Context: an optimization exercise on an open-source flow, tuned for small area and a short achievable clock period. The choices shown serve that exercise and are no tape-out recipe. The RTL was checked by simulation tests, not by an equivalence proof against the original design. Power is estimated from default activity; no workload was simulated.

[flow/design.v]
`timescale 1ns/1ps
module pipeline_riscv (
  input          clk,
  input          nrst,
  input  [31:0]  inst,
  input  [31:0]  data_in,
  output [31:0]  inst_addr,
  output [31:0]  data_addr,
  output [31:0]  data_out,
  output         data_wr,
  output [31:0]  pc_IF,
  output [31:0]  pc_ID,
  output [31:0]  pc_EXE,
  output [31:0]  pc_MEM,
  output [31:0]  pc_WB
  );
  reg  [31:0] pc_r;                       
  reg  [31:0] pc_id, ir;                  
  reg  [4:0]  rs2_r;                      
  reg  [18:0] pd;                         
  reg  [31:0] pc_ex, opa_r, opb_r, md_r;  
  reg  [15:0] imm_r;                      
  reg         ex_add, ex_sub, ex_slt, ex_beq, ex_bne;
  reg         ex_ld, ex_sw, ex_jal, ex_rdw;
  reg  [4:0]  ex_wa;
  reg         ex_inv;                     
  reg  [31:0] pc_mem, alu_m, md_m;        
  reg         me_ld, me_sw, me_jal, me_rdw;
  reg  [4:0]  me_wa;
  reg  [31:0] pc_wb, rd_w;                
  reg         wb_ld, wb_rdw;
  reg  [4:0]  wb_wa;
  reg  [31:0] rf [1:31];
  wire [5:0] op  = ir[5:0];
  wire [4:0] rd  = ir[10:6];
  wire [4:0] rs1 = ir[19:15];
  wire [4:0] rs2 = ir[24:20];
  wire [6:0] fn  = ir[31:25];
  wire [5:0] iop   = inst[5:0];
  wire [6:0] ifn   = inst[31:25];
  wire       i_op0 = (iop == 6'h00);
  wire       i_f8  = (ifn == 7'h08);
  wire       i_jr  = i_op0 & i_f8;
  wire       i_r   = i_op0 & ~i_f8;
  wire       i_i   = (iop == 6'h08) | (iop == 6'h0A);
  wire       i_ld  = (iop == 6'h23);
  wire       i_sw  = (iop == 6'h2B);
  wire       i_br  = (iop == 6'h04) | (iop == 6'h05);
  wire       i_j   = (iop == 6'h02);
  wire       i_jal = (iop == 6'h03);
  wire       i_jt  = i_jr | i_j | i_jal;
  wire [18:0] pd_if = {
    (inst[19:15] != 5'd0) & ~i_jt,                           
    (inst[24:20] != 5'd0) & (i_r | i_br),                    
    (inst[10:6]  != 5'd0) & ((i_jt & i_f8) | i_sw),          
    i_jt,                                                    
    i_jr,                                                    
    i_j | i_jal,                                             
    i_i | i_ld | i_sw,                                       
    i_ld,                                                    
    i_sw,                                                    
    i_jal,                                                   
    i_br,                                                    
    (iop == 6'h08) | i_ld | i_sw | (i_op0 & ((ifn == 7'h20) | i_f8)),  
    i_br | (i_op0 & (ifn == 7'h22)),                         
    (iop == 6'h0A) | (i_op0 & ((ifn == 7'h0A) | (ifn == 7'h2A))),      
    (iop == 6'h04),                                          
    (iop == 6'h05),                                          
    i_r | i_i | i_ld | i_jal,                                
    i_op0 | i_i | i_ld | i_jal                               
    , 1'b0 };
  wire p_rs1chk = pd[18];
  wire p_rs2chk = pd[17];
  wire p_rdchk  = pd[16];
  wire d_jt     = pd[15];
  wire d_jr     = pd[14];
  wire d_jj     = pd[13];
  wire d_uimm   = pd[12];
  wire d_ld     = pd[11];
  wire d_sw     = pd[10];
  wire d_jal    = pd[9];
  wire d_br     = pd[8];
  wire d_add    = pd[7];
  wire d_sub    = pd[6];
  wire d_slt    = pd[5];
  wire d_beq    = pd[4];
  wire d_bne    = pd[3];
  wire d_rdw    = pd[2];
  wire d_wr     = pd[1];
  wire [4:0] rs2_if = (i_jr | i_sw) ? inst[10:6] : inst[24:20];
  wire [32*32-1:0] rf_flat;
  wire [31:0] sel_ra, sel_rb, rfa, rfb;
  assign rf_flat[31:0] = 32'd0;
  genvar gr;
  generate
    for (gr = 1; gr < 32; gr = gr + 1) begin : rflat
      assign rf_flat[gr*32 +: 32] = rf[gr];
    end
    for (gr = 0; gr < 32; gr = gr + 1) begin : rdec
      assign sel_ra[gr] = (rs1 == gr);
      assign sel_rb[gr] = (rs2_r == gr);
    end
  endgenerate
  rf_rdport port_a (.sel(sel_ra), .rf_flat(rf_flat), .q(rfa));
  rf_rdport port_b (.sel(sel_rb), .rf_flat(rf_flat), .q(rfb));
  wire [2:0] rs1hit = { rs1 == ex_wa & ex_rdw, rs1 == me_wa & me_rdw, rs1 == wb_wa & wb_rdw };
  wire [2:0] rs2hit = { rs2 == ex_wa & ex_rdw, rs2 == me_wa & me_rdw, rs2 == wb_wa & wb_rdw };
  wire [2:0] rdhit  = { rd  == ex_wa & ex_rdw, rd  == me_wa & me_rdw, rd  == wb_wa & wb_rdw };
  wire [2:0] rs1dep = {3{p_rs1chk}} & rs1hit;
  wire [2:0] rs2dep = {3{p_rs2chk}} & rs2hit;
  wire [2:0] rddep  = {3{p_rdchk}}  & rdhit;
  wire stall = |((rs1dep | rs2dep | rddep) & {ex_ld, me_ld, wb_ld});
  wire [31:0] rdata_m = me_ld ? data_in : me_jal ? pc_mem + 32'd4 : alu_m;
  wire        sub = ex_inv;
  wire [31:0] opa = opa_r;
  wire [31:0] bx  = opb_r ^ {32{sub}};                  
  wire [31:0] mdx = md_r;
  wire [31:0] ag, at, ax, carry, sum;
  alu_gt   u_gt   (.a(opa), .b(bx), .g(ag), .t(at));
  alu_xor  u_xa   (.a(opa), .b(bx), .y(ax));
  alu_pfx  u_pfx  (.g(ag), .t(at), .cin(sub), .c(carry));
  alu_xor  u_xs   (.a(ax), .b({carry[30:0], sub}), .y(sum));
  wire        lt   = (opa[31] ^ opb_r[31]) ? opa[31] : sum[31];
  wire        alu_as = ex_add | ex_sub;
  wire [31:0] slt_e = {31'd0, ex_slt & lt};                
  wire [31:0] alu_e = ({32{alu_as}} & sum) | slt_e;
  wire        eq   = (opa_r == opb_r);
  wire        taken = (ex_beq & eq) | (ex_bne & ~eq);
  wire [31:0] bra_pc = pc_ex + 32'd4 + {{16{imm_r[15]}}, imm_r};
  wire flush1 = ~stall & (taken | d_jt);
  wire flush0 = ~stall & taken;
  wire [31:0] opa_e  = rs1dep[2] ? slt_e : rs1dep[1] ? rdata_m : rs1dep[0] ? rd_w : rfa;
  wire [31:0] opb_e  = d_uimm ? {{16{ir[31]}}, ir[31:20], ir[14:11]} :
                       rs2dep[2] ? slt_e : rs2dep[1] ? rdata_m : rs2dep[0] ? rd_w : rfb;
  wire [31:0] opa_d, opb_d;
  late_ao u_la (.a(sum), .s(rs1dep[2] & alu_as), .e(opa_e), .y(opa_d));
  late_ao u_lb (.a(sum), .s(~d_uimm & rs2dep[2] & alu_as), .e(opb_e), .y(opb_d));
  wire        md_kill = flush0 | stall;
  wire [31:0] md_e   = !nrst ? 32'd0 : rddep[2] ? slt_e : rddep[1] ? rdata_m : rddep[0] ? rd_w :
                       md_kill ? 32'd0 : rfb;
  wire [31:0] md_d;
  late_ao u_lm (.a(sum), .s(nrst & rddep[2] & alu_as), .e(md_e), .y(md_d));
  wire jr_alu = d_jr & ~rddep[2] & ~rddep[1] & rddep[0];
  wire [31:0] pc_early = d_jj ? {{6{ir[31]}}, ir[31:6]} :
                         d_jr ? (rddep[2] ? rd_w : rddep[1] ? alu_m : rfb) : pc_r + 32'd4;
  wire        pc_go   = nrst & ~stall & ~taken;
  wire [31:0] pc_rest = !nrst ? 32'd0 : stall ? pc_r : taken ? bra_pc : jr_alu ? 32'd0 : pc_early;
  wire [31:0] pc_d, alu_d;
  late_ao u_lp (.a(sum), .s(pc_go & jr_alu & alu_as),
                .e(pc_rest | {31'd0, pc_go & jr_alu & ex_slt & lt}), .y(pc_d));
  late_ao u_lu (.a(sum), .s(nrst & alu_as), .e({31'd0, nrst & ex_slt & lt}), .y(alu_d));
  always @(posedge clk) begin
    pc_r <= pc_d;
    if (!nrst || flush1) begin
      pc_id <= 32'd0;
      ir    <= 32'd0;
      rs2_r <= 5'd0;
      pd    <= 19'd0;
    end else if (!stall) begin
      pc_id <= pc_r;
      ir    <= inst;
      rs2_r <= rs2_if;
      pd    <= pd_if;
    end
    opa_r <= opa_d;
    opb_r <= opb_d;
    imm_r <= {ir[31:25], ir[14:6]};
    md_r  <= md_d;
    if (!nrst || flush0 || stall) begin
      pc_ex   <= 32'd0;
      ex_add  <= 1'b0;
      ex_sub  <= 1'b0;
      ex_slt  <= 1'b0;
      ex_inv  <= 1'b0;
      ex_beq  <= 1'b0;
      ex_bne  <= 1'b0;
      ex_ld   <= 1'b0;
      ex_sw   <= 1'b0;
      ex_jal  <= 1'b0;
      ex_rdw  <= 1'b0;
      ex_wa   <= 5'd0;
    end else begin
      pc_ex   <= pc_id;
      ex_add  <= d_add;
      ex_sub  <= d_sub;
      ex_slt  <= d_slt;
      ex_inv  <= d_sub | d_slt;
      ex_beq  <= d_beq;
      ex_bne  <= d_bne;
      ex_ld   <= d_ld;
      ex_sw   <= d_sw;
      ex_jal  <= d_jal;
      ex_rdw  <= d_rdw;
      ex_wa   <= d_wr ? (d_jal ? 5'd1 : rd) : 5'd0;
    end
    if (!nrst) begin
      pc_mem <= 32'd0;
      md_m   <= 32'd0;
      me_ld  <= 1'b0;
      me_sw  <= 1'b0;
      me_jal <= 1'b0;
      me_rdw <= 1'b0;
      me_wa  <= 5'd0;
    end else begin
      pc_mem <= pc_ex;
      md_m   <= mdx;
      me_ld  <= ex_ld;
      me_sw  <= ex_sw;
      me_jal <= ex_jal;
      me_rdw <= ex_rdw;
      me_wa  <= ex_wa;
    end
    alu_m <= alu_d;
    rd_w <= rdata_m;
    if (!nrst) begin
      pc_wb  <= 32'd0;
      wb_ld  <= 1'b0;
      wb_rdw <= 1'b0;
      wb_wa  <= 5'd0;
    end else begin
      pc_wb  <= pc_mem;
      wb_ld  <= me_ld;
      wb_rdw <= me_rdw;
      wb_wa  <= me_wa;
    end
  end
  genvar g;
  generate
    for (g = 1; g < 32; g = g + 1) begin : regs
      always @(posedge clk)
        if (!nrst || wb_wa == g)
          rf[g] <= nrst ? rd_w : 32'd0;
    end
  endgenerate
  assign inst_addr = pc_r;
  assign pc_IF     = pc_r;
  assign pc_ID     = pc_id;
  assign pc_EXE    = pc_ex;
  assign pc_MEM    = pc_mem;
  assign pc_WB     = pc_wb;
  assign data_addr = alu_m;
  assign data_out  = md_m;
  assign data_wr   = me_sw;
endmodule
module rf_rdport (
  input  [31:0]      sel,
  input  [32*32-1:0] rf_flat,
  output [31:0]      q
  );
  wire [31:0] n [0:10];
  genvar j, b;
  generate
    for (j = 0; j < 11; j = j + 1) begin : grp
      for (b = 0; b < 32; b = b + 1) begin : bt
        if (j < 10) begin : g3
          rf_aoi222 u (.a1(sel[3*j+1]), .a2(rf_flat[(3*j+1)*32+b]),
                       .b1(sel[3*j+2]), .b2(rf_flat[(3*j+2)*32+b]),
                       .c1(sel[3*j+3]), .c2(rf_flat[(3*j+3)*32+b]), .y(n[j][b]));
        end else begin : g1
          assign n[j][b] = ~(sel[31] & rf_flat[31*32+b]);
        end
      end
    end
  endgenerate
  assign q = ~(n[0] & n[1] & n[2] & n[3] & n[4] & n[5] & n[6] & n[7] & n[8] & n[9] & n[10]);
endmodule
module rf_aoi222 (
  input  a1, a2, b1, b2, c1, c2,
  output y
  );
  assign y = ~((a1 & a2) | (b1 & b2) | (c1 & c2));
endmodule
module alu_gt (
  input  [31:0] a, b,
  output [31:0] g, t
  );
  assign g = a & b;
  assign t = a | b;
endmodule
module alu_xor (
  input  [31:0] a, b,
  output [31:0] y
  );
  assign y = a ^ b;
endmodule
module alu_pfx (
  input  [31:0] g, t,
  input         cin,
  output [31:0] c
  );
  reg [31:0] gg, tt, gn, tn;
  integer i, l;
  always @(*) begin
    gg = g;
    gg[0] = g[0] | (t[0] & cin);
    tt = t;
    for (l = 1; l < 32; l = l * 2) begin
      for (i = 0; i < 32; i = i + 1)
        if (i >= l) begin
          gn[i] = gg[i] | (tt[i] & gg[i-l]);
          tn[i] = tt[i] & tt[i-l];
        end else begin
          gn[i] = gg[i];
          tn[i] = tt[i];
        end
      gg = gn;
      tt = tn;
    end
  end
  assign c = gg;
endmodule
module late_ao (
  input  [31:0] a,
  input         s,
  input  [31:0] e,
  output [31:0] y
  );
  assign y = ({32{s}} & a) | e;
endmodule
[flow/flow/run.sh]
#!/bin/bash
# The standard layout (standard.sh, unchanged synthesis and steps) with two
# changes: the port buffers are buf_1 cells instead of the default delay
# buffers, and clock tree synthesis inserts no dummy loads.
set -euo pipefail
export BUFFER_PORTS_ARGS="-buffer_cell sky130_fd_sc_hd__buf_1"
export CTS_ARGS="-sink_clustering_enable -repair_clock_nets -sink_clustering_size 20 -sink_clustering_max_diameter 80 -buf_list sky130_fd_sc_hd__clkbuf_16 -dont_use_dummy_load"
bash standard.sh > standard.log 2>&1
[flow/standard.sh]
#!/bin/bash
# synth_recipe.tcl (not shown) runs the flow's synth.tcl, then flattens the netlist and writes it again
# the make line also repeats each setting of config.mk as NAME=value (left out here)
make -C /OpenROAD-flow-scripts/flow DESIGN_CONFIG=/design/flow/config.mk WORK_HOME=/design/flow/orfs CLKGATE_MAP_FILE= SYNTH_SCRIPT=/design/flow/synth_recipe.tcl "${@:-finish}"
[flow/config.mk]
export PLATFORM = sky130hd
export DESIGN_NAME = pipeline_riscv
export DESIGN_NICKNAME = pipeline_riscv
export VERILOG_FILES = /design/flow/design.v
export SDC_FILE = /design/flow/constraint.sdc
export NUM_CORES = 4
export LEC_CHECK = 0
export CAP_MARGIN = 20
export CORE_MARGIN = 2
export CORE_UTILIZATION = 62
export CTS_BUF_LIST = sky130_fd_sc_hd__clkbuf_16
export CTS_CLUSTER_DIAMETER = 80
export CTS_CLUSTER_SIZE = 20
export PLACE_DENSITY = 0.72
export SETUP_SLACK_MARGIN = 4
export SLEW_MARGIN = 20
export SYNTH_HIERARCHICAL = 1
[flow/constraint.sdc]
create_clock -name core_clock -period 7.5 [get_ports {clk}]
set_input_delay 1.5000 -clock core_clock [delete_from_list [all_inputs] [get_ports {clk}]]
set_output_delay 1.5000 -clock core_clock [all_outputs]
set_load 0.01 [all_outputs]
==> summary.txt, run 1 <==
* RSZ-0062 raised after global routing: true
* Reg-to-reg setup timing slack at 3630 ps
* Syn avg cell area at 12.8 um^2
* # DRC at 0
* Sw frac at 0.278
* Chip width at 323 um
* Io pins at 323
* Initial antenna violation count at 8
* Fill cells at 7235
* Die Ht at 323 um
* Logic gate share of total power at 0.141
* Status: complete, no violations
* Rows at 116
* Slew margin rel. at 0.141
* Setup TNS at 0 ps
* Clock power frac at 0.277
* FF-to-FF End: pc_r[23]$_DFF_P_
* Critical path startpoint category: flop
* CP endpoint kind: flop
* Post-Route Utilization at 0.707
* Switching power of the nets at 4.48 mW
* Hold buffers post-CTS at 0
* Reg clk slew, reported paths at 90 ps
* Crit path kind: reg2reg
* Multi-input logic area at 0.0242 mm^2
* P&R area growth vs syn at 12.7%
* Final setup fails at 0
* Gpl congestion at 1.11
* Least-Margin Pin Slew at 1280 ps
* Nets@finish at 5506
* ANT cells at 0
* Total grt overflow at 0
* DIE AREA at 0.104 mm^2
* Most frequent cells in the layout: edfxtp_1 (992), a222oi_1 (648), dfxtp_1 (419)
* Port Buffers at 322
* Fmax at 0.258 GHz
* Yosys warning total at 10
* Reg2Reg Launch Point: rs2_r[4]$_SDFFE_PP0N_
* Routed WL at 241000 um
* Critical Path RT at 8080 ps
* Layout cells sized above 1 at 0.123
* Critical path, cell by cell: buf_6 -> nand3b_1 -> buf_6 -> nor2_4 -> buf_12 -> buf_4 -> a222oi_1 -> nand4_1 -> a2111o_1 -> mux2i_1 -> o211ai_1 -> o211ai_1 -> a21oi_1 -> a211oi_1 -> nor2_1 -> a21o_1
* CP peak stage delay at 570 ps
* Worst VDD drop at 0.247 mV
* Lkg Pwr at 27.2 nW
* DR vias at 51600
* Core area at 0.100 mm^2
* H-tree levels at 3
* Vias in the first global route at 47400
* First-pass GRT wire length at 336000 um
* Internal at 11.6 mW
* Clock sinks at 1439
* Drt first pass iters at 15
* Crit-path slowest cell: a222oi_1
* Starting DRT DRC Count at 11800
* Period minus WS final at 3870 ps
* Vias/cell at 7.66
* Remaining antenna violation count at 0
* Clock tree from TritonCTS: done
* Routed wire per std cell at 35.8 um
* Final hold vios at 0
* Max Cap Viol at 0
* Root Buffer: clkbuf_16
* Fin. max-slew vios at 0
* Most common cell after layout, fill and taps aside: edfxtp_1
* Reg area at 0.0388 mm^2
* Clock skew at 65.9 ps
* Clock buffer depth at 3
* Cell area after synthesis at 0.0630 mm^2
* Hpwl dp at 159000 um
* CP Capture Point: pc_r[23]$_DFF_P_
* HP Class: reg2reg
* Sequential power share at 0.582
* Reg2Reg Depth at 16
* CP Data Arrival Time at 4450 ps
* Total global-route track usage at 0.449
* Synthesized instance count at 4917
* CTS buffer count at 83
* Clk latency of the worst-skew pair at 710 ps
* Largest net degree at the start of global routing at 97
* Starting Density at 0.627
* Crit Path Max Fanout at 5
* Final period utilization at 0.516
* PD cells at 227 mW/mm^2
* Crit. Startpoint: rs2_r[4]$_SDFFE_PP0N_
per-stage QoR:
| step | setup slack, ps | cell area, um^2 | power, mW | hold WS, ps | cells |
|---|---|---|---|---|---|
| 6_report | 3630 | 71000 | 16.1 | 422 | 6731 |
| 5_1_grt | 3630 | 71000 | 16.4 | 431 | 6731 |
| 4_1_cts | 3840 | 70000 | 15.9 | 411 | 6681 |
| 3_5_place_dp | 3040 | 66500 | 11.5 | 398 | 6531 |
| 3_3_place_gp | 3080 | 66500 | 11.5 | 405 | 6531 |
| 2_1_floorplan | 3670 | 63100 | 10.5 | 326 | 4947 |
repair_timing:
action,CTS,global route
pin swaps,97,158
resized for setup,171,116
setup endpoints to repair,222,144
setup buffers,52,42
hold endpoints to repair,0,0
gates cloned,15,5
worst max-delay path, delay by kind of cell, from the launching register on:
kind                   cells  cell delay (ps)
AOI/OAI and AO/OA          7             2120
muxes                      1              190
buffers and inverters      4              570
DFF                        1              370
and+or+nand+nor            4              480
routing by layer:
metal  share of wire  wire length [um]  track usage
met5         0.00024                58     0.000926
met4           0.081             19500        0.267
met3            0.14             33800        0.121
met2            0.45            109000        0.712
met1            0.33             79100        0.554
area by class of cell:
type,instances,area share
sequential,1439,0.547
inverter,29,0.00153
clock buffer,83,0.0293
multi-input combinational,3235,0.342
timing repair buffer,588,0.0571
tap,1357,0.0239
power groups by stage:
stage	clock network (mW)	logic [mW]	registers (mW)
4_1_cts	4.46	2.07	9.34
3_5_place_dp	0	1.97	9.52
3_3_place_gp	0	1.96	9.50
6_report	4.47	2.27	9.38
2_1_floorplan	0	1.07	9.39
5_1_grt	4.71	2.30	9.41
flip-flops by register name (all words and copies together), names as in the netlist, 17 cells and up:
signal,flops
opa_r,32
rd_w,32
rf,992
alu_m,32
pd,17
md_m,32
pc_mem,32
pc_id,32
md_r,32
pc_r,32
opb_r,32
pc_wb,32
pc_ex,32
ir,26
worst min-delay path by stage:
stage	from	endpoint	slack, ps	cells after the start
CTS	ir[12]$_SDFFE_PP0N_	imm_r[6]$_DFF_P_	410	0
detailed placement	ir[12]$_SDFFE_PP0N_	imm_r[6]$_DFF_P_	400	0
global placement	ir[12]$_SDFFE_PP0N_	imm_r[6]$_DFF_P_	410	0
finish	ir[12]$_SDFFE_PP0N_	imm_r[6]$_DFF_P_	420	0
global route	ir[12]$_SDFFE_PP0N_	imm_r[6]$_DFF_P_	430	0
floorplan	ir[6]$_SDFFE_PP0N_	imm_r[0]$_DFF_P_	330	0
==> run 2, diff against run 1 <==
--- a/flow/config.mk
+++ b/flow/config.mk
@@ -8,9 +8,9 @@
 export CAP_MARGIN = 20
 export CORE_MARGIN = 2
-export CORE_UTILIZATION = 62
+export CORE_UTILIZATION = 57
 export CTS_BUF_LIST = sky130_fd_sc_hd__clkbuf_16
 export CTS_CLUSTER_DIAMETER = 80
 export CTS_CLUSTER_SIZE = 20
-export PLACE_DENSITY = 0.72
+export PLACE_DENSITY = 0.68
 export SETUP_SLACK_MARGIN = 4
 export SLEW_MARGIN = 20
==> run 2 against run 1 <==
Net effect:
- still clean
- cell area grew 0.90%
- synthesized cell count unchanged
- highest routed layer unchanged
- worst setup slack got worse by 130 ps
- utilization shrank 5.1 points
- largest power group unchanged
- critical endpoint is now pc_r[18]$_DFF_P_
- maximum frequency decreased by 3.2%
- clock power rose by 2%
==> summary.txt, run 2 <==
* Status: complete, no violations (unchanged)
* Cell area after synthesis at 0.0630 mm^2 (unchanged)
* HP Class: reg2reg (unchanged)
* Worst VDD drop at 0.245 mV (was 0.247 mV)
* Clock tree from TritonCTS: done (unchanged)
* First-pass GRT wire length at 345000 um (was 336000 um)
* Period minus WS final at 4000 ps (was 3870 ps)
* Chip width at 336 um (was 323 um)
* Reg2Reg Launch Point: rs2_r[0]$_SDFFE_PP0N_ (was rs2_r[4]$_SDFFE_PP0N_)
* Reg2Reg Depth at 14 (was 16)
* CP peak stage delay at 620 ps (was 570 ps)
* H-tree levels at 3 (unchanged)
* Fmax at 0.250 GHz (was 0.258 GHz)
* Synthesized instance count at 4917 (unchanged)
* Critical path, cell by cell: nand2b_4 -> nor2_4 -> buf_12 -> buf_6 -> a222oi_1 -> nand4_1 -> a2111o_1 -> mux2i_1 -> o211ai_1 -> o21ai_1 -> o21ai_1 -> a22oi_1 -> a21oi_1 -> a21o_1 (was buf_6 -> nand3b_1 -> buf_6 -> nor2_4 -> buf_12 -> buf_4 -> a222oi_1 -> nand4_1 -> a2111o_1 -> mux2i_1 -> o211ai_1 -> o211ai_1 -> a21oi_1 -> a211oi_1 -> nor2_1 -> a21o_1)
* DIE AREA at 0.113 mm^2 (was 0.104 mm^2)
* Final hold vios at 0 (unchanged)
* Least-Margin Pin Slew at 1240 ps (was 1280 ps)
* Remaining antenna violation count at 0 (unchanged)
* Critical Path RT at 8070 ps (was 8080 ps)
* Die Ht at 336 um (was 323 um)
* Critical path startpoint category: flop (unchanged)
* Initial antenna violation count at 10 (was 8)
* Starting DRT DRC Count at 12600 (was 11800)
* Setup TNS at 0 ps (unchanged)
* Nets@finish at 5524 (was 5506)
* Number of flip-flops in the largest register at 992 (unchanged)
* Fill cells at 8291 (was 7235)
* Lkg Pwr at 27.3 nW (was 27.2 nW)
* M3 GR Usage at 0.114 (was 0.121)
* Fin. max-slew vios at 0 (unchanged)
* CTS buffer count at 85 (was 83)
* Gpl congestion at 1.05 (was 1.11)
* Yosys warning total at 10 (unchanged)
* Reg clk slew, reported paths at 90 ps (about the same)
* Sequential power share at 0.573 (was 0.582)
* Port Buffers at 322 (unchanged)
* Logic gate share of total power at 0.148 (was 0.141)
* Routed wire per std cell at 36.4 um (was 35.8 um)
* Most frequent cells in the layout: edfxtp_1 (992), a222oi_1 (648), dfxtp_1 (418) (was edfxtp_1 (992), a222oi_1 (648), dfxtp_1 (419))
* Vias in the first global route at 47700 (was 47400)
* CP Data Arrival Time at 4570 ps (was 4450 ps)
* PD cells at 228 mW/mm^2 (was 227 mW/mm^2)
* Final setup fails at 0 (unchanged)
* CP Capture Point: pc_r[18]$_DFF_P_ (was pc_r[23]$_DFF_P_)
* Multi-input logic area at 0.0245 mm^2 (was 0.0242 mm^2)
* Rows at 121 (was 116)
* Slew margin rel. at 0.172 (was 0.141)
* Most frequent CP cell: o21ai_1
* Largest Register: rf (unchanged)
* Clock buffer depth at 3 (unchanged)
* Setup slack after layout at 3500 ps (was 3630 ps)
* # DRC at 0 (unchanged)
* Hpwl dp at 160000 um (was 159000 um)
* Setup WS pre-CTS at 2890 ps (was 3040 ps)
* Reg-to-reg setup timing slack at 3500 ps (was 3630 ps)
* Routed WL at 250000 um (was 241000 um)
* Sw frac at 0.280 (was 0.278)
* Total global-route track usage at 0.426 (was 0.449)
* Grt peak-use layer: met2 (unchanged)
* Tot Pwr at 16.3 mW (was 16.1 mW)
* Internal at 11.8 mW (was 11.6 mW)
* Starting Density at 0.576 (was 0.627)
* Layout cells sized above 1 at 0.134 (was 0.123)
* WP depth at 14 (was 16)
* Worst Path Buf+Inv at 2 (was 4)
* Switching power of the nets at 4.57 mW (was 4.48 mW)
* Crit Path Max Fanout at 6 (was 5)
* Total grt overflow at 0 (unchanged)
* P&R area growth vs syn at 13.7% (was 12.7%)
* Crit. Startpoint: rs2_r[0]$_SDFFE_PP0N_ (was rs2_r[4]$_SDFFE_PP0N_)
* Core area at 0.109 mm^2 (was 0.100 mm^2)
* Most common cell after layout, fill and taps aside: edfxtp_1 (unchanged)
* Reg area at 0.0388 mm^2 (about the same)
* Drt first pass iters at 12 (was 15)
* Crit path kind: reg2reg (unchanged)
* Clock power frac at 0.279 (was 0.277)
* DR vias at 51400 (was 51600)
* Met2 GRT Util at 0.660 (was 0.712)
* Final period utilization at 0.533 (was 0.516)
* Worst path top cell family by delay: compound AO/OA/AOI/OAI gates (unchanged)
* Syn avg cell area at 12.8 um^2 (unchanged)
* Io pins at 323 (unchanged)
* Root Buffer: clkbuf_16 (unchanged)
* FF-to-FF End: pc_r[18]$_DFF_P_ (was pc_r[23]$_DFF_P_)
* Clk latency of the worst-skew pair at 740 ps (was 710 ps)
* Max Cap Viol at 0 (unchanged)
* CP endpoint kind: flop (unchanged)
* Clock skew at 105 ps (was 65.9 ps)
* Vias/cell at 7.49 (was 7.66)
* Crit-path slowest cell: a2111o_1 (was a222oi_1)
* Hold buffers post-CTS at 0 (unchanged)
* RSZ-0062 raised after global routing: true (unchanged)
* Met1 GRT Util at 0.538 (was 0.554)
* Largest net degree at the start of global routing at 112 (was 97)
* Clock sinks at 1439 (unchanged)
[run 2: area by class of cell]
class | count | area share
tap | 1476 | 0.0258
inverter | 29 | 0.00152
timing repair buffer | 606 | 0.0593
sequential | 1439 | 0.542
multi-input combinational | 3233 | 0.342
antenna | 4 | 0.000140
clock buffer | 85 | 0.0297
[run 2: worst register-to-register path, stage by stage (launching register included)]
cell and delay, ps:
dfxtp_4 440, nand2b_4 230, nor2_4 80, buf_12 150, buf_6 120, a222oi_1 400, nand4_1 390, a2111o_1 620
mux2i_1 170, o211ai_1 460, o21ai_1 230, o21ai_1 120, a22oi_1 190, a21oi_1 90, a21o_1 170
[run 2: timing repair]
| action | in CTS | in global routing |
|---|---|---|
| buffers inserted | 67 | 65 |
| pin swaps | 93 | 140 |
| endpoints found under the setup margin | 254 | 140 |
| cloned | 11 | 5 |
| gates resized for setup | 229 | 127 |
[run 2: metal layers]
layer  wire [um]  up-vias
li1            -    21100
met1       85400    24900
met2      111000     4477
met3       34100      904
met4       19500       20
met5         184        -
[run 2: how the worst min path moves through the flow]
stage	from	to	slack, ps	depth (start not counted)
after floorplan	ir[6]$_SDFFE_PP0N_	imm_r[0]$_DFF_P_	330	0
after global placement	ex_jal$_SDFF_PP0_	me_jal$_SDFF_PN0_	410	1
after detailed placement	md_r[28]$_DFF_P_	md_m[28]$_SDFF_PN0_	420	1
after CTS	md_r[28]$_DFF_P_	md_m[28]$_SDFF_PN0_	440	1
after global routing	md_r[28]$_DFF_P_	md_m[28]$_SDFF_PN0_	450	1
final	md_r[27]$_DFF_P_	md_m[27]$_SDFF_PN0_	440	1
[run 2: power groups by stage]
stage	Combinational [mW]	Sequential, mW	Clock (mW)
finish	2.42	9.37	4.57
global route	2.46	9.40	4.82
CTS	2.19	9.34	4.55
detailed placement	1.99	9.51	0
global placement	1.99	9.49	0
floorplan	1.07	9.39	0
[run 2: per-stage QoR]
| step | instance area, um^2 | hold WS (ps) | std cells | util |
|---|---|---|---|---|
| after detailed placement | 66500 | 421 | 6634 | 0.609 |
| after global placement | 66500 | 414 | 6634 | 0.608 |
| after CTS | 70400 | 442 | 6797 | 0.644 |
| final | 71600 | 438 | 6872 | 0.655 |
| after global routing | 71600 | 452 | 6868 | 0.655 |
| after floorplan | 63100 | 326 | 4947 | - |
==> run 3, diff against run 2 <==
--- a/flow/config.mk
+++ b/flow/config.mk
@@ -8,9 +8,9 @@
 export CAP_MARGIN = 20
 export CORE_MARGIN = 2
-export CORE_UTILIZATION = 57
+export CORE_UTILIZATION = 66
 export CTS_BUF_LIST = sky130_fd_sc_hd__clkbuf_16
 export CTS_CLUSTER_DIAMETER = 80
 export CTS_CLUSTER_SIZE = 20
-export PLACE_DENSITY = 0.68
+export PLACE_DENSITY = 0.76
 export SETUP_SLACK_MARGIN = 4
 export SLEW_MARGIN = 20
==> run 3 against run 2 <==
Net effect:
- sequential power about the same
- cell area decreased by 2.7%
- clock skew decreased by 16 ps
- critical path type unchanged
==> summary.txt, run 3 <==
* Status: complete, no violations (unchanged)
* P&R area growth vs syn at 10.6% (was 13.7%)
* DR vias at 52000 (was 51400)
* Fin cells at 6572 (was 6872)
* CP Data Arrival Time at 4580 ps (was 4570 ps)
* Synthesized instance count at 4917 (unchanged)
* Multi-input logic area at 0.0241 mm^2 (was 0.0245 mm^2)
* Chip width at 313 um (was 336 um)
* Hpwl dp at 154000 um (was 160000 um)
* First-pass GRT wire length at 335000 um (was 345000 um)
* Root Buffer: clkbuf_16 (unchanged)
* Vias in the first global route at 47900 (was 47700)
* Drt first pass iters at 12 (unchanged)
* Critical path startpoint category: flop (unchanged)
* Clock buffer depth at 3 (unchanged)
* Internal at 11.6 mW (was 11.8 mW)
* CTS buffer count at 83 (was 85)
* Cell area after synthesis at 0.0630 mm^2 (unchanged)
* Switching power of the nets at 4.45 mW (was 4.57 mW)
* Remaining antenna violation count at 0 (unchanged)
* # DRC at 0 (unchanged)
* Worst VDD drop at 0.266 mV (was 0.245 mV)
* Number of flip-flops in the largest register at 992 (unchanged)
* Port Buffers at 322 (unchanged)
* Setup TNS at 0 ps (unchanged)
* Post-Route Utilization at 0.736 (was 0.655)
* PD cells at 230 mW/mm^2 (was 228 mW/mm^2)
* Lkg Pwr at 26.6 nW (was 27.3 nW)
* Vias/cell at 7.91 (was 7.49)
* Starting Density at 0.665 (was 0.576)
* Die Ht at 313 um (was 336 um)
* Io pins at 323 (unchanged)
* Least-Margin Pin Slew at 1270 ps (was 1240 ps)
* Final setup fails at 0 (unchanged)
* Fill cells at 6468 (was 8291)
* Sw frac at 0.277 (was 0.280)
* Final hold vios at 0 (unchanged)
* Max Cap Viol at 0 (unchanged)
* Fmax at 0.252 GHz (was 0.250 GHz)
* Clock tree from TritonCTS: done (unchanged)
* HP Class: reg2reg (unchanged)
* Crit path kind: reg2reg (unchanged)
* Crit. Startpoint: rs2_r[4]$_SDFFE_PP0N_ (was rs2_r[0]$_SDFFE_PP0N_)
* Routed WL at 237000 um (was 250000 um)
* Period minus WS final at 3970 ps (was 4000 ps)
* Cell area after layout at 0.0697 mm^2 (was 0.0716 mm^2)
* Logic gate share of total power at 0.136 (was 0.148)
* Setup slack after layout at 3530 ps (was 3500 ps)
* Reg2Reg Launch Point: rs2_r[4]$_SDFFE_PP0N_ (was rs2_r[0]$_SDFFE_PP0N_)
* Fin. max-slew vios at 0 (unchanged)
* Starting DRT DRC Count at 13700 (was 12600)
* Initial antenna violation count at 10 (unchanged)
* Sequential power share at 0.584 (was 0.573)
* Critical Path RT at 8110 ps (was 8070 ps)
* Clock power frac at 0.279 (about the same)
* Most frequent cells in the layout: edfxtp_1 (992), a222oi_1 (648), dfxtp_1 (424) (was edfxtp_1 (992), a222oi_1 (648), dfxtp_1 (418))
* Clock sinks at 1439 (unchanged)
* DIE AREA at 0.0979 mm^2 (was 0.113 mm^2)
* Rows at 113 (was 121)
* Reg clk slew, reported paths at 90 ps (about the same)
* Routed wire per std cell at 36.1 um (was 36.4 um)
* Placed insts at 6423 (was 6634)
* Total grt overflow at 0 (unchanged)
* Syn avg cell area at 12.8 um^2 (unchanged)
* Most common cell after layout, fill and taps aside: edfxtp_1 (unchanged)
* RSZ-0062 raised after global routing: true (unchanged)
* Placed Area at 0.0663 mm^2 (was 0.0665 mm^2)
* HP Start: md_r[29]$_DFF_P_ (was md_r[27]$_DFF_P_)
* Total global-route track usage at 0.470 (was 0.426)
* CP endpoint kind: flop (unchanged)
* Clock skew at 88.8 ps (was 105 ps)
* Crit Path Max Fanout at 27 (was 6)
* Reg area at 0.0388 mm^2 (about the same)
* Yosys warning total at 10 (unchanged)
* Core area at 0.0947 mm^2 (was 0.109 mm^2)
* Clk latency of the worst-skew pair at 740 ps (about the same)
* Largest net degree at the start of global routing at 147 (was 112)
* H-tree levels at 3 (unchanged)
* Slew margin rel. at 0.152 (was 0.172)
* Gpl congestion at 1.04 (was 1.05)
* Setup WS pre-CTS at 2800 ps (was 2890 ps)
* Layout cells sized above 1 at 0.110 (was 0.134)
* Largest Register: rf (unchanged)
* Nets@finish at 5436 (was 5524)
* Final period utilization at 0.529 (was 0.533)
run 3: cell count changes in the layout (fill, tap and decap cells not counted), sizes merged:
cell | previous run | this run
nor2 | 211 | 210
o221a | 3 | 4
o221ai | 3 | 4
diode | 4 | 3
bufbuf | 2 | 1
clkbuf | 91 | 86
and2 | 185 | 186
buf | 598 | 514
run 3: final timing paths:
| check | to | slack, ps | depth (start not counted) |
|---|---|---|---|
| setup / recovery | pc_r[23]$_DFF_P_ | 3530 | 13 |
| hold / removal | md_m[29]$_SDFF_PN0_ | 410 | 1 |
| hold reg to reg | md_m[29]$_SDFF_PN0_ | 410 | 1 |
| setup reg to reg | pc_r[23]$_DFF_P_ | 3530 | 13 |
run 3: layer usage:
metal / GRT usage / routed length (um) / vias up / share of wire
li1: - / - / 21000 / -
met1: 0.600 / 76700 / 24700 / 0.32
met2: 0.723 / 104000 / 5255 / 0.44
met3: 0.145 / 38600 / 1084 / 0.16
met4: 0.254 / 18200 / 8 / 0.077
met5: 0 / 57 / - / 0.00024
run 3: final cells by class:
| class | instances | area share |
|---|---|---|
| Antenna cell | 3 | 0.000108 |
| Clock buffer | 83 | 0.0298 |
| Inverter | 29 | 0.00156 |
| Multi-Input combinational cell | 3235 | 0.346 |
| Sequential cell | 1439 | 0.557 |
| Tap cell | 1265 | 0.0227 |
| Timing Repair Buffer | 518 | 0.0435 |
run 3: worst max-delay path, cell delays in order (launching register included):
cell,delay [ps]
dfxtp_4,430
or3b_4,480
nor2_4,280
buf_8,320
a222oi_1,200
nand4_1,190
a2111o_1,250
mux2i_1,100
o211ai_1,830
o211ai_1,230
a21oi_1,230
a211oi_1,70
nor2_1,130
a21o_1,90
run 3: per-stage QoR:
stage | hold slack [ps] | total power, mW
after floorplan | 326 | 10.5
after global placement | 412 | 11.4
after detailed placement | 418 | 11.5
after CTS | 415 | 15.8
after global routing | 425 | 16.3
final | 407 | 16.0
run 3: power by group through the flow:
stage	combinational [mW]	clock, mW	sequential [mW]
after global routing	2.20	4.68	9.41
after CTS	2.00	4.44	9.34
after floorplan	1.07	0	9.39
after global placement	1.92	0	9.49
final	2.19	4.48	9.38
after detailed placement	1.93	0	9.52
run 3: repair_timing:
action / in CTS / in global routing
endpoints found under the setup margin: 263 / 123
setup buffers: 38 / 19
pin swaps: 53 / 76
gates cloned: 4 / 0
hold buffers: 0 / 0
resized for setup: 120 / 87
==> run 4, diff against run 3 <==
--- a/flow/config.mk
+++ b/flow/config.mk
@@ -8,9 +8,9 @@
 export CAP_MARGIN = 20
 export CORE_MARGIN = 2
-export CORE_UTILIZATION = 66
+export CORE_UTILIZATION = 69
 export CTS_BUF_LIST = sky130_fd_sc_hd__clkbuf_16
 export CTS_CLUSTER_DIAMETER = 80
 export CTS_CLUSTER_SIZE = 20
-export PLACE_DENSITY = 0.76
+export PLACE_DENSITY = 0.79
 export SETUP_SLACK_MARGIN = 4
 export SLEW_MARGIN = 20
==> run 4 against run 3 <==
Net effect:
- register-to-register slack got worse by 210 ps
- cell area grew 2.0%
- sequential share of layout area down 1.1 points
- final cell count did not move
- area after synthesis did not move
- clock-buffer cell count shrank 1
- worst setup slack worse by 210 ps
- non-clock buffer count rose by 87
- global-route usage is 4.9 points higher
- first-iteration DRC count increased by 8.1%
- sequential cell count stayed put
- maximum frequency fell by 5.1%
- highest routed layer unchanged
==> summary.txt, run 4 <==
* Reg2Reg Depth at 15 (was 13)
* Final hold vios at 0 (unchanged)
* Status: complete, no violations (unchanged)
* Final setup fails at 0 (unchanged)
* Max Cap Viol at 0 (unchanged)
* Routed WL at 256000 um (was 237000 um)
* Clock skew at 81.1 ps (was 88.8 ps)
* Clock sinks at 1439 (unchanged)
* Period minus WS final at 4180 ps (was 3970 ps)
* Total grt overflow at 0 (unchanged)
* Remaining antenna violation count at 0 (unchanged)
* CP Capture Point: pc_r[17]$_DFF_P_ (was pc_r[23]$_DFF_P_)
* Fill cells at 5392 (was 6468)
* CP endpoint kind: flop (unchanged)
* Vias in the first global route at 49900 (was 47900)
* Fin. max-slew vios at 0 (unchanged)
* Crit Path Max Fanout at 16 (was 27)
* Clk latency of the worst-skew pair at 740 ps (about the same)
* Starting DRT DRC Count at 14800 (was 13700)
* Io pins at 323 (unchanged)
* Vias/cell at 8.24 (was 7.91)
* Least-Margin Pin Slew at 1300 ps (was 1270 ps)
* First-pass GRT wire length at 350000 um (was 335000 um)
* Die Ht at 306 um (was 313 um)
* PD cells at 229 mW/mm^2 (was 230 mW/mm^2)
* Reg2Reg Launch Point: rs2_r[3]$_SDFFE_PP0N_ (was rs2_r[4]$_SDFFE_PP0N_)
* Slew margin rel. at 0.130 (was 0.152)
* Starting Density at 0.698 (was 0.665)
* Rows at 110 (was 113)
* DIE AREA at 0.0937 mm^2 (was 0.0979 mm^2)
* Root Buffer: clkbuf_16 (unchanged)
* Critical path startpoint category: flop (unchanged)
* Syn avg cell area at 12.8 um^2 (unchanged)
* Reg-to-reg setup timing slack at 3320 ps (was 3530 ps)
* Initial antenna violation count at 15 (was 10)
* Number of flip-flops in the largest register at 992 (unchanged)
* Clock tree from TritonCTS: done (unchanged)
* Total global-route track usage at 0.519 (was 0.470)
* Fmax at 0.239 GHz (was 0.252 GHz)
* Worst VDD drop at 0.226 mV (was 0.266 mV)
* Crit. Startpoint: rs2_r[3]$_SDFFE_PP0N_ (was rs2_r[4]$_SDFFE_PP0N_)
* Core area at 0.0903 mm^2 (was 0.0947 mm^2)
* Hpwl dp at 154000 um (about the same)
* RSZ-0062 raised after global routing: true (unchanged)
* Critical Path RT at 8110 ps (about the same)
* CP Data Arrival Time at 4790 ps (was 4580 ps)
* Largest Register: rf (unchanged)
* Grt peak-use layer: met2 (unchanged)
* Yosys warning total at 10 (unchanged)
* Min Hold Slack at 440 ps (was 407 ps)
* # DRC at 0 (unchanged)
* CTS buffer count at 82 (was 83)
* M3 GR Usage at 0.210 (was 0.145)
* P&R area growth vs syn at 12.9% (was 10.6%)
* Reg clk slew, reported paths at 80 ps (was 90 ps)
* Final period utilization at 0.557 (was 0.529)
* HP Class: reg2reg (unchanged)
* Most common cell after layout, fill and taps aside: edfxtp_1 (unchanged)
* Drt first pass iters at 22 (was 12)
* Hold path cells at 1 (unchanged)
* Chip width at 306 um (was 313 um)
* Synthesized instance count at 4917 (unchanged)
* H-tree levels at 3 (unchanged)
* Port Buffers at 322 (unchanged)
* Clock buffer depth at 3 (unchanged)
* Most frequent cells in the layout: edfxtp_1 (992), a222oi_1 (648), dfxtp_1 (422) (was edfxtp_1 (992), a222oi_1 (648), dfxtp_1 (424))
* Cell area after synthesis at 0.0630 mm^2 (unchanged)
* FF-to-FF End: pc_r[17]$_DFF_P_ (was pc_r[23]$_DFF_P_)
* DR vias at 54200 (was 52000)
* Routed wire per std cell at 38.9 um (was 36.1 um)
* Layout cells sized above 1 at 0.132 (was 0.110)
* Met2 GRT Util at 0.772 (was 0.723)
* Setup TNS at 0 ps (unchanged)
* Nets@finish at 5521 (was 5436)
* Crit path kind: reg2reg (unchanged)
* Largest net degree at the start of global routing at 106 (was 147)
* Gpl congestion at 1.07 (was 1.04)
* Met1 GRT Util at 0.608 (was 0.600)
* Lkg Pwr at 27.3 nW (was 26.6 nW)
## run 4: critical path, cell delays in order, from the launching register on
cell       delay [ps]
dfxtp_4           440
buf_4             220
nand2_4           100
buf_4             150
nor2_4            310
bufbuf_16         430
a222oi_1          110
nand4_1           320
a2111o_1          310
mux2i_1           120
o211ai_1          800
o211ai_1          190
a21oi_1           240
a21oi_1            60
a21oi_1           170
a21o_1            100
## run 4: stage by stage
step	setup slack, ps	power [mW]	cell area (um^2)	utilization	std cells
detailed placement	2740	11.5	66100	0.732	6335
CTS	3870	15.8	69700	0.772	6490
floorplan	3670	10.5	63100	-	4947
global route	3440	16.4	71100	0.788	6567
finish	3320	16.3	71100	0.788	6572
global placement	2810	11.4	66100	0.732	6335
## run 4: how the worst min path moves through the flow
stage	startpoint	to	slack, ps
detailed placement	ex_jal$_SDFF_PP0_	me_jal$_SDFF_PN0_	420
global placement	ex_jal$_SDFF_PP0_	me_jal$_SDFF_PN0_	420
CTS	ex_jal$_SDFF_PP0_	me_jal$_SDFF_PN0_	440
global route	ex_jal$_SDFF_PP0_	me_jal$_SDFF_PN0_	450
finish	ex_jal$_SDFF_PP0_	me_jal$_SDFF_PN0_	440
floorplan	ir[6]$_SDFFE_PP0N_	imm_r[0]$_DFF_P_	330
## run 4: final cells by class
class / count / area [um^2] / area share
clock buffer: 82 / 2050 / 0.0289
inverter: 29 / 109 / 0.00153
sequential: 1439 / 38800 / 0.545
timing repair buffer: 605 / 4280 / 0.0602
multi-input combinational: 3234 / 24400 / 0.343
tap: 1176 / 1470 / 0.0207
antenna: 7 / 17.5 / 0.000246
## run 4: power breakdown
group | internal [mW] | switching, mW | total, mW
sequential | 9.00 | 0.415 | 9.41
combinational | 0.712 | 1.64 | 2.35
clock | 1.95 | 2.56 | 4.50
total | 11.7 | 4.61 | 16.3
## run 4: metal layers
| layer | routed length [um] | part of all wire | vias to the layer above |
|---|---|---|---|
| met5 | 287 | 0.0011 | - |
| met4 | 27800 | 0.11 | 20 |
| met3 | 44600 | 0.17 | 1821 |
| met2 | 107000 | 0.42 | 6156 |
| met1 | 75900 | 0.30 | 25000 |
| li1 | - | - | 21200 |
## run 4: repair_timing
item | 4_1_cts | 5_1_grt
cloned | 13 | 4
pin swaps | 96 | 180
resized for setup | 169 | 199
hold buffers | 0 | 0
endpoints found under the setup margin | 403 | 207
buffers inserted | 60 | 70
==> run 5, diff against run 4 <==
--- a/flow/design.v
+++ b/flow/design.v
@@ -16,4 +16,5 @@
   );
   reg  [31:0] pc_r;                       
+  reg         pc_md;                      
   reg  [31:0] pc_id, ir;                  
   reg  [4:0]  rs2_r;                      
@@ -32,4 +33,5 @@
   reg  [4:0]  wb_wa;
   reg  [31:0] rf [1:31];
+  wire [31:0] pc_if = pc_md ? md_r : pc_r;
   wire [5:0] op  = ir[5:0];
   wire [4:0] rd  = ir[10:6];
@@ -142,8 +144,9 @@
   late_ao u_lm (.a(sum), .s(nrst & rddep[2] & alu_as), .e(md_e), .y(md_d));
   wire jr_alu = d_jr & ~rddep[2] & ~rddep[1] & rddep[0];
+  wire jr_rf  = d_jr & ~rddep[2] & ~rddep[1] & ~rddep[0];
   wire [31:0] pc_early = d_jj ? {{6{ir[31]}}, ir[31:6]} :
-                         d_jr ? (rddep[2] ? rd_w : rddep[1] ? alu_m : rfb) : pc_r + 32'd4;
+                         d_jr ? (rddep[2] ? rd_w : alu_m) : pc_if + 32'd4;
   wire        pc_go   = nrst & ~stall & ~taken;
-  wire [31:0] pc_rest = !nrst ? 32'd0 : stall ? pc_r : taken ? bra_pc : jr_alu ? 32'd0 : pc_early;
+  wire [31:0] pc_rest = !nrst ? 32'd0 : stall ? pc_if : taken ? bra_pc : jr_alu ? 32'd0 : pc_early;
   wire [31:0] pc_d, alu_d;
   late_ao u_lp (.a(sum), .s(pc_go & jr_alu & alu_as),
@@ -151,5 +154,6 @@
   late_ao u_lu (.a(sum), .s(nrst & alu_as), .e({31'd0, nrst & ex_slt & lt}), .y(alu_d));
   always @(posedge clk) begin
-    pc_r <= pc_d;
+    pc_r  <= pc_d;
+    pc_md <= pc_go & jr_rf;
     if (!nrst || flush1) begin
       pc_id <= 32'd0;
@@ -158,5 +162,5 @@
       pd    <= 19'd0;
     end else if (!stall) begin
-      pc_id <= pc_r;
+      pc_id <= pc_if;
       ir    <= inst;
       rs2_r <= rs2_if;
@@ -233,6 +237,6 @@
     end
   endgenerate
-  assign inst_addr = pc_r;
-  assign pc_IF     = pc_r;
+  assign inst_addr = pc_if;
+  assign pc_IF     = pc_if;
   assign pc_ID     = pc_id;
   assign pc_EXE    = pc_ex;
--- a/flow/config.mk
+++ b/flow/config.mk
@@ -8,9 +8,9 @@
 export CAP_MARGIN = 20
 export CORE_MARGIN = 2
-export CORE_UTILIZATION = 69
+export CORE_UTILIZATION = 64
 export CTS_BUF_LIST = sky130_fd_sc_hd__clkbuf_16
 export CTS_CLUSTER_DIAMETER = 80
 export CTS_CLUSTER_SIZE = 20
-export PLACE_DENSITY = 0.79
+export PLACE_DENSITY = 0.74
 export SETUP_SLACK_MARGIN = 4
 export SLEW_MARGIN = 20
==> run 5 against run 4 <==
Net effect:
- via count is 0.42% lower
- global-route usage fell by 1.9 points
- clock power is essentially flat
- largest power group unchanged
- non-clock buffer count shrank 53
- still clean
- area after synthesis increased by 1.3%
- power decreased by 0.36%
- final cell count rose by 1.4%
- clock-buffer cell count is 2 higher
- maximum frequency grew 15%
- first-iteration DRC count decreased by 2.3%
- die area grew 9.1%
==> summary.txt, run 5 <==
* Status: complete, no violations (unchanged)
* DIE AREA at 0.102 mm^2 (was 0.0937 mm^2)
* DR vias at 53900 (was 54200)
* Logic gate share of total power at 0.142 (was 0.145)
* Drt first pass iters at 15 (was 22)
* Multi-input logic area at 0.0252 mm^2 (was 0.0244 mm^2)
* Yosys warning total at 10 (unchanged)
* Period minus WS final at 3620 ps (was 4180 ps)
* Fill cells at 6771 (was 5392)
* Tot Pwr at 16.2 mW (was 16.3 mW)
* Clock buffer depth at 3 (unchanged)
* CP Data Arrival Time at 4270 ps (was 4790 ps)
* Reg area at 0.0388 mm^2 (about the same)
* Most frequent cells in the layout: edfxtp_1 (992), a222oi_1 (641), dfxtp_1 (425) (was edfxtp_1 (992), a222oi_1 (648), dfxtp_1 (422))
* Sw frac at 0.281 (was 0.284)
* Layout cells sized above 1 at 0.145 (was 0.132)
* Critical Path RT at 8150 ps (was 8110 ps)
* Clock tree from TritonCTS: done (unchanged)
* Most common cell after layout, fill and taps aside: edfxtp_1 (unchanged)
* Hold path cells at 0 (was 1)
* HP Start: ir[31]$_SDFFE_PP0N_ (was ex_jal$_SDFF_PP0_)
* Reg-to-reg setup timing slack at 3880 ps (was 3320 ps)
* Number of flip-flops in the largest register at 992 (unchanged)
* Root Buffer: clkbuf_16 (unchanged)
* Worst path top cell family by delay: compound AO/OA/AOI/OAI gates (unchanged)
* Clock power frac at 0.278 (was 0.277)
* Worst Path Buf+Inv at 1 (was 3)
* End point of the worst hold path: imm_r[15]$_DFF_P_ (was me_jal$_SDFF_PN0_)
* Reg2Reg Launch Point: ir[18]$_SDFFE_PP0N_ (was rs2_r[3]$_SDFFE_PP0N_)
* Total global-route track usage at 0.499 (was 0.519)
* Starting DRT DRC Count at 14400 (was 14800)
* Cell area after synthesis at 0.0638 mm^2 (was 0.0630 mm^2)
* Switching power of the nets at 4.55 mW (was 4.61 mW)
* First-pass GRT wire length at 363000 um (was 350000 um)
* Critical path, cell by cell: or3b_4 -> nor2_2 -> buf_4 -> a222oi_1 -> nand4_1 -> a2111o_1 -> mux2i_1 -> a211oi_1 -> a21o_1 (was buf_4 -> nand2_4 -> buf_4 -> nor2_4 -> bufbuf_16 -> a222oi_1 -> nand4_1 -> a2111o_1 -> mux2i_1 -> o211ai_1 -> o211ai_1 -> a21oi_1 -> a21oi_1 -> a21oi_1 -> a21o_1)
* Port Buffers at 322 (unchanged)
* Final period utilization at 0.483 (was 0.557)
* P&R area growth vs syn at 12.1% (was 12.9%)
* Lkg Pwr at 27.5 nW (was 27.3 nW)
* Nets@finish at 5497 (was 5521)
* Initial antenna violation count at 21 (was 15)
* Internal at 11.7 mW (about the same)
* Starting Density at 0.647 (was 0.698)
* Setup TNS at 0 ps (unchanged)
* FF-to-FF End: opa_r[19]$_DFF_P_ (was pc_r[17]$_DFF_P_)
* Fin. max-slew vios at 0 (unchanged)
* Clock sinks at 1440 (was 1439)
* Slew margin rel. at 0.0319 (was 0.130)
* Hold buffers post-CTS at 0 (unchanged)
* Worst VDD drop at 0.251 mV (was 0.226 mV)
* Least-Margin Pin Slew at 1450 ps (was 1300 ps)
* Io pins at 323 (unchanged)
* Syn avg cell area at 12.9 um^2 (was 12.8 um^2)
* Max Cap Viol at 0 (unchanged)
* Crit-path slowest cell: a211oi_1 (was o211ai_1)
* Largest net degree at the start of global routing at 111 (was 106)
* Clk latency of the worst-skew pair at 740 ps (about the same)
* Final hold vios at 0 (unchanged)
* Synthesized instance count at 4937 (was 4917)
* Core area at 0.0986 mm^2 (was 0.0903 mm^2)
* Rows at 115 (was 110)
* Critical path startpoint category: flop (unchanged)
* Clock skew at 98.1 ps (was 81.1 ps)
* Largest Register: rf (unchanged)
* Final setup fails at 0 (unchanged)
* Routed WL at 263000 um (was 256000 um)
* CP peak stage delay at 750 ps (was 800 ps)
* CP endpoint kind: flop (unchanged)
* Total grt overflow at 0 (unchanged)
* Routed wire per std cell at 39.5 um (was 38.9 um)
* Die Ht at 320 um (was 306 um)
* HP Class: reg2reg (unchanged)
* Chip width at 320 um (was 306 um)
* Vias/cell at 8.09 (was 8.24)
* PD cells at 227 mW/mm^2 (was 229 mW/mm^2)
* CTS buffer count at 84 (was 82)
* Fmax at 0.276 GHz (was 0.239 GHz)
* # DRC at 0 (unchanged)
* Reg clk slew, reported paths at 90 ps (was 80 ps)
* Vias in the first global route at 49300 (was 49900)
* RSZ-0062 raised after global routing: true (unchanged)
* Crit Path Max Fanout at 26 (was 16)
* Reg2Reg Depth at 9 (was 15)
* Gpl congestion at 1.07 (about the same)
* H-tree levels at 3 (unchanged)
* Sequential power share at 0.581 (was 0.579)
* Remaining antenna violation count at 0 (unchanged)
* Crit path kind: reg2reg (unchanged)
* Hpwl dp at 166000 um (was 154000 um)
run 5: changes by cell type in the layout (fill, tap and decap cells not counted), sizes merged, moves of 24 or more:
cell and change:
nand2 -125, o21ai -92, nor2 +72, a211oi +64, mux2 +53, buf -52, and3 -48, inv +44
and2 +43, mux2i -27, o211ai -24
run 5: metrics by stage:
step / hold slack [ps] / util / worst slack, ps / instance area, um^2 / instances
final: 444 / 0.726 / 3880 / 71500 / 6664
after global routing: 452 / 0.725 / 3860 / 71500 / 6654
after CTS: 439 / 0.711 / 3940 / 70100 / 6592
after detailed placement: 427 / 0.680 / 2930 / 67000 / 6468
after global placement: 420 / 0.680 / 3030 / 67000 / 6466
after floorplan: 326 / - / 3640 / 63900 / 4967
run 5: worst reg2reg max path, cell delays in order (launching register included):
cell	delay (ps)
dfxtp_2	480
or3b_4	500
nor2_2	370
buf_4	500
a222oi_1	210
nand4_1	300
a2111o_1	200
mux2i_1	130
a211oi_1	750
a21o_1	150
run 5: worst max path at each step:
stage | cells after the start | end | start | slack (ps)
final | 9 | opa_r[19]$_DFF_P_ | ir[18]$_SDFFE_PP0N_ | 3880
after CTS | 5 | inst_addr[15] | pc_md$_DFF_P_ | 3940
after floorplan | 4 | rf[2][0]$_DFFE_PP_ | nrst | 3640
after detailed placement | 10 | pc_r[31]$_DFF_P_ | ir[23]$_SDFFE_PP0N_ | 2930
after global placement | 10 | pc_r[30]$_DFF_P_ | ir[23]$_SDFFE_PP0N_ | 3030
after global routing | 19 | opb_r[0]$_DFF_P_ | ex_inv$_SDFF_PP0_ | 3860
run 5: per-layer routing:
layer,vias to the layer above,part of all wire,global-route usage,routed length [um]
met5,-,0.0014,0.0109,357
met4,22,0.097,0.344,25500
met3,1529,0.17,0.204,45100
met2,5726,0.42,0.734,110000
met1,25500,0.31,0.601,81700
li1,21200,-,-,-
run 5: timing repair:
action                                  in CTS  in global routing
cloned                                       6                  5
endpoints found under the setup margin     326                258
setup buffers                               34                 53
gates resized for setup                    138                206
pin swaps                                   17                 46
run 5: power by group through the flow:
stage	clock network, mW	registers (mW)	logic [mW]
after floorplan	0	9.41	1.09
after detailed placement	0	9.55	1.98
final	4.50	9.42	2.30
after global placement	0	9.51	1.97
after global routing	4.71	9.44	2.30
after CTS	4.45	9.37	2.03
run 5: area by class of cell:
type	instances	share of cell area
sequential	1440	0.543
multi-input combinational	3212	0.352
timing repair buffer	552	0.0490
clock buffer	84	0.0294
tap	1287	0.0225
inverter	76	0.00423
antenna	12	0.000420
timing repair inverter	1	0.0000700

==> re-timing with driven ports <==
How much do the figures lean on ideal ports? The routed layouts below were timed once more, with nothing changed but the port constraints. Step 1 (the two cells are an assumption about what drives the block):
set clk [get_ports {clk}]
set_driving_cell -lib_cell sky130_fd_sc_hd__clkbuf_16 $clk
set_driving_cell -lib_cell sky130_fd_sc_hd__buf_2 [delete_from_list [all_inputs] $clk]
Step 2 moves the port delays by t, midway between the first and last clock arrival at a register: inputs arrive t later, outputs are due t later. That takes back most of the time a late clock gives input paths. a / b / c = ideal / step 1 / step 2; a / b = the first two.
| run | shift t [ns] | setup WS [ns] | worst slew at a driven data input, ns | pins driven straight from the clock port |
|---|---|---|---|---|
| run 1 | 0.750 | 3.628 / 3.628 / 3.469 | 0.05 | 1 |
| run 2 | 0.769 | 3.500 / 3.500 / 3.396 | 0.08 | 1 |
| run 3 | 0.776 | 3.533 / 3.533 / 3.409 | 0.05 | 1 |
| run 4 | 0.774 | 3.321 / 3.321 / 3.321 | 0.08 | 1 |
| run 5 | 0.767 | 3.876 / 3.839 / 3.341 | 0.05 | 1 |
After both steps every run listed still meets setup and hold. For run 5, which loses most, drivers alone change the setup slack by -0.037 ns; drivers and shift together by -0.535 ns.
